This is an optimization exercise on Yosys and OpenROAD, whose aim is small area and a short achievable clock period, not a production implementation.
Power and IR drop assume default switching activity.

Setup of v6:
==> flow/design.v (excerpt) <==
module riscv_core_ref (
input clk,
input rstn,
output [31:0] instr_mem_addr,
input  [31:0] instr_mem_rdata,
output [31:0] data_mem_addr,
output        data_mem_write,
output [31:0] data_mem_wdata,
input  [31:0] data_mem_rdata
);
export LEC_CHECK = 0
export CAP_MARGIN = 20
export CORE_MARGIN = 2
export CORE_UTILIZATION = 45
export CTS_CLUSTER_DIAMETER = 80
export CTS_CLUSTER_SIZE = 20
export PLACE_DENSITY = 0.6
export SETUP_SLACK_MARGIN = 3.8
export SLEW_MARGIN = 20
export SYNTH_HIERARCHICAL = 1
create_clock -name core_clock -period 12.0 [get_ports {clk}]
standard.sh (not shown) runs the stock make flow with config.mk's settings and CLKGATE_MAP_FILE= SYNTH_SCRIPT=/design/flow/synth_recipe.tcl, a recipe that flattens the netlist after the stock synthesis.
==> flow/flow/run.sh <==
#!/bin/bash
# Own layout flow: the standard synthesis unchanged, then the standard ORFS
# layout with the I/O port buffers made from buf_4 and the delay cells kept
# out of the resizer's choices.  Each step's output goes to its own log here.
set -euo pipefail
DU="sky130_fd_sc_hd__probe_p_8 sky130_fd_sc_hd__probec_p_8 sky130_fd_sc_hd__lpflow_bleeder_1 sky130_fd_sc_hd__lpflow_clkbufkapwr_1 sky130_fd_sc_hd__lpflow_clkbufkapwr_16 sky130_fd_sc_hd__lpflow_clkbufkapwr_2 sky130_fd_sc_hd__lpflow_clkbufkapwr_4 sky130_fd_sc_hd__lpflow_clkbufkapwr_8 sky130_fd_sc_hd__lpflow_clkinvkapwr_1 sky130_fd_sc_hd__lpflow_clkinvkapwr_16 sky130_fd_sc_hd__lpflow_clkinvkapwr_2 sky130_fd_sc_hd__lpflow_clkinvkapwr_4 sky130_fd_sc_hd__lpflow_clkinvkapwr_8 sky130_fd_sc_hd__lpflow_decapkapwr_12 sky130_fd_sc_hd__lpflow_decapkapwr_3 sky130_fd_sc_hd__lpflow_decapkapwr_4 sky130_fd_sc_hd__lpflow_decapkapwr_6 sky130_fd_sc_hd__lpflow_decapkapwr_8 sky130_fd_sc_hd__lpflow_inputiso0n_1 sky130_fd_sc_hd__lpflow_inputiso0p_1 sky130_fd_sc_hd__lpflow_inputiso1n_1 sky130_fd_sc_hd__lpflow_inputiso1p_1 sky130_fd_sc_hd__lpflow_inputisolatch_1 sky130_fd_sc_hd__lpflow_isobufsrc_1 sky130_fd_sc_hd__lpflow_isobufsrc_16 sky130_fd_sc_hd__lpflow_isobufsrc_2 sky130_fd_sc_hd__lpflow_isobufsrc_4 sky130_fd_sc_hd__lpflow_isobufsrc_8 sky130_fd_sc_hd__lpflow_isobufsrckapwr_16 sky130_fd_sc_hd__lpflow_lsbuf_lh_hl_isowell_tap_1 sky130_fd_sc_hd__lpflow_lsbuf_lh_hl_isowell_tap_2 sky130_fd_sc_hd__lpflow_lsbuf_lh_hl_isowell_tap_4 sky130_fd_sc_hd__lpflow_lsbuf_lh_isowell_4 sky130_fd_sc_hd__lpflow_lsbuf_lh_isowell_tap_1 sky130_fd_sc_hd__lpflow_lsbuf_lh_isowell_tap_2 sky130_fd_sc_hd__lpflow_lsbuf_lh_isowell_tap_4"
DU="$DU sky130_fd_sc_hd__clkdlybuf4s15_1 sky130_fd_sc_hd__clkdlybuf4s15_2 sky130_fd_sc_hd__clkdlybuf4s18_1 sky130_fd_sc_hd__clkdlybuf4s18_2 sky130_fd_sc_hd__clkdlybuf4s25_1 sky130_fd_sc_hd__clkdlybuf4s25_2 sky130_fd_sc_hd__clkdlybuf4s50_1 sky130_fd_sc_hd__clkdlybuf4s50_2 sky130_fd_sc_hd__dlygate4sd1_1 sky130_fd_sc_hd__dlygate4sd2_1 sky130_fd_sc_hd__dlygate4sd3_1 sky130_fd_sc_hd__dlymetal6s2s_1 sky130_fd_sc_hd__dlymetal6s4s_1 sky130_fd_sc_hd__dlymetal6s6s_1"
bash standard.sh synth > std_synth.log 2>&1
bash standard.sh "DONT_USE_CELLS=$DU" "BUFFER_PORTS_ARGS=-buffer_cell sky130_fd_sc_hd__buf_4" finish > std_layout.log 2>&1
Input changes introduced in v7 (baseline for comparison: v6):
--- a/flow/design.v
+++ b/flow/design.v
@@ -93,31 +93,31 @@
 wire        use_imm = ~ins[5];                   
 wire [31:0] opb     = use_imm ? i_im : rsb;
 wire        do_sub  = ins[6] | (f3[2:1] == 2'b01) | (ins[5] & ins[30] & (f3 == 3'b000));
 wire [31:0] sum;
 wire        alu_co;
 wire [31:0] bn_imm = ~(i_im ^ {32{do_sub}});
 wire [31:0] bn_reg, alu_bn;
 generate
 for (gj = 0; gj < 32; gj = gj + 1) begin : g_bn
-    c_xor2 u_x (.a(rsb_n[gj]), .b(do_sub), .y(bn_reg[gj]));
-    c_mux2 u_m (.d0(bn_reg[gj]), .d1(bn_imm[gj]), .s(use_imm), .y(alu_bn[gj]));
+    c_xnor2 u_x (.a(rsb_n[gj]), .b(do_sub), .y(bn_reg[gj]));       
+    c_mux2i u_m (.d0(bn_reg[gj]), .d1(~bn_imm[gj]), .s(use_imm), .y(alu_bn[gj]));
 end
 endgenerate
 wire [31:0] x_and, x_or, x_xor;
 wire        c31;
 alu_add u_alu (.an(rsa_n), .bn(alu_bn), .ci(do_sub), .s(sum), .co(alu_co), .c31(c31),
                .xg(x_and), .xt(x_or), .xp(x_xor));
 wire        lt1     = ~x_xor[31] & rsa[31];
 wire        lt0     = x_xor[31] | rsa[31];
 wire        ltu1    = ~x_or[31];
 wire        ltu0    = ~x_and[31];
-wire        eq      = (rsa_n == rsb_n);
+wire        eq      = &x_xor;
 wire [4:0]  shamt   = opb[4:0];
 wire        sh_left = ~f3[2];
 wire        sh_fill = ins[30] & rsa[31];
 wire        sh_fp   = sh_fill & ~sh_left;        
 wire [31:0] sh_st [0:6];
 generate
 for (gj = 0; gj < 32; gj = gj + 1) begin : g_sh
     c_mux2i u_r0 (.d0(rsa_n[gj]), .d1(rsa_n[31-gj]), .s(sh_left), .y(sh_st[0][gj]));
     for (gi = 0; gi < 5; gi = gi + 1) begin : g_k
@@ -129,25 +129,25 @@
     end
     c_mux2i u_r1 (.d0(sh_st[5][gj]), .d1(sh_st[5][31-gj]), .s(sh_left), .y(sh_st[6][gj]));
 end
 endgenerate
 wire [31:0] sh_out = sh_st[6];
 wire br_c1  = f3[2] ? (f3[1] ? ltu1 : lt1) : eq;
 wire br_c0  = f3[2] ? (f3[1] ? ltu0 : lt0) : eq;
 wire taken1 = op_jal | (op_br & (br_c1 ^ f3[0]));
 wire taken0 = op_jal | (op_br & (br_c0 ^ f3[0]));
+wire taken;
+c_mux2 u_tk (.d0(taken0), .d1(taken1), .s(c31), .y(taken));
 wire [31:1] pc_oth = op_jalr ? ag[31:1] : pc4[31:1];
-wire [31:1] pc_n1  = taken1 ? pc_sum[31:1] : pc_oth;
-wire [31:1] pc_n0  = taken0 ? pc_sum[31:1] : pc_oth;
 wire [31:1] pc_nxt;
 generate
 for (gj = 1; gj < 32; gj = gj + 1) begin : g_pcn
-    c_mux2 u_m (.d0(pc_n0[gj]), .d1(pc_n1[gj]), .s(c31), .y(pc_nxt[gj]));
+    c_mux2i u_m (.d0(~pc_oth[gj]), .d1(~pc_sum[gj]), .s(taken), .y(pc_nxt[gj]));
 end
 endgenerate
 always @(posedge clk or negedge rstn) begin
     if (!rstn) pc <= 31'b0;
     else       pc <= pc_nxt;
 end
 wire [1:0]  ab  = ag[1:0];
 wire [15:0] ldh = ab[1] ? data_mem_rdata[31:16] : data_mem_rdata[15:0];
 wire [7:0]  ldb = ab[0] ? ldh[15:8] : ldh[7:0];
@@ -205,23 +205,22 @@
 wire [3:0] wm;
 genvar gk;
 generate
 for (gk = 0; gk < 4; gk = gk + 1) begin : g_wm
     c_mux4 u_wm (.d0(wm_tt[gk][3]), .d1(wm_tt[gk][2]), .d2(wm_tt[gk][1]), .d3(wm_tt[gk][0]),
                  .s0(rsa_n[0]), .s1(rsa_n[1]), .y(wm[gk]));
 end
 endgenerate
 wire [31:0] st = f3[1] ? rsb : f3[0] ? {2{rsb[15:0]}} : {4{rsb[7:0]}};
-generate
-for (gj = 0; gj < 32; gj = gj + 1) begin : g_wdat
-    c_mux2 u_m (.d0(data_mem_rdata[gj]), .d1(st[gj]), .s(wm[gj / 8]), .y(data_mem_wdata[gj]));
-end
-endgenerate
+assign data_mem_wdata[7:0]   = wm[0] ? st[7:0]   : data_mem_rdata[7:0];
+assign data_mem_wdata[15:8]  = wm[1] ? st[15:8]  : data_mem_rdata[15:8];
+assign data_mem_wdata[23:16] = wm[2] ? st[23:16] : data_mem_rdata[23:16];
+assign data_mem_wdata[31:24] = wm[3] ? st[31:24] : data_mem_rdata[31:24];
 assign data_mem_write = op_store;
 assign data_mem_addr  = {ag[31:2], 2'b00};
 assign instr_mem_addr = pc_w;
 endmodule
 module rf_rd_bit (input [31:1] qn, input [31:1] sn, output yn, output [1:0] r);
 wire [15:0] p;
 wire [7:0]  q;
 c_nor2 u_p0 (.a(qn[1]), .b(sn[1]), .y(p[0]));
 genvar i;
==> run summary <==
- Having completed the whole flow, v7 delivered a layout that passed the timing, design-rule and antenna checks.
- In the metrics for v6 and v7, the one carrying the higher met3 global-route usage is v6.
- Compared with v6, v7 shows a higher total wire length.
- [compare] base=v6 new=v7: core area lower; worst setup margin lower; top achievable clock speed lower.
- Synthesized area: v7 vs v6 down about 2.6%
- Looking at die width, v7 sits 1.3% below v6.
- v6 → v7: share of total power consumed by net switching rose by 1.1 points, final non-filler cell area went down by about 1%.
- Relative to v6, register-to-register slack decreased by 0.07 ns in v7.
Function was not checked in any run of this note: the RTL went through the layout flow alone.

-- what the ideal ports hide --
The flow's constraints put no driver on any port. The routed layouts listed below were extracted and timed again, unchanged, in two steps.
Step 1: set_driving_cell puts a clkbuf_16 on clk and a buf_2 on each other input, an assumption about the parent block.
Step 2 times the ports against the registers' clock, not the clock port: input delays grow and output delays shrink by t, the midpoint of the rising clock arrivals with the driver on.
a / b / c = ideal / step 1 / step 2; a / b = the first two.
| run | t, ns | setup slack, ns | worst setup path at the end |
|---|---|---|---|
| v6 | 0.780 | 3.593 / 3.569 / 2.919 | input to register |
| v7 | 0.766 | 3.474 / 3.443 / 2.999 | input to register |
After both steps every run listed still meets setup and hold. The setup slack of v6, which loses most, moves by -0.024 ns with the drivers and by -0.674 ns with both steps.
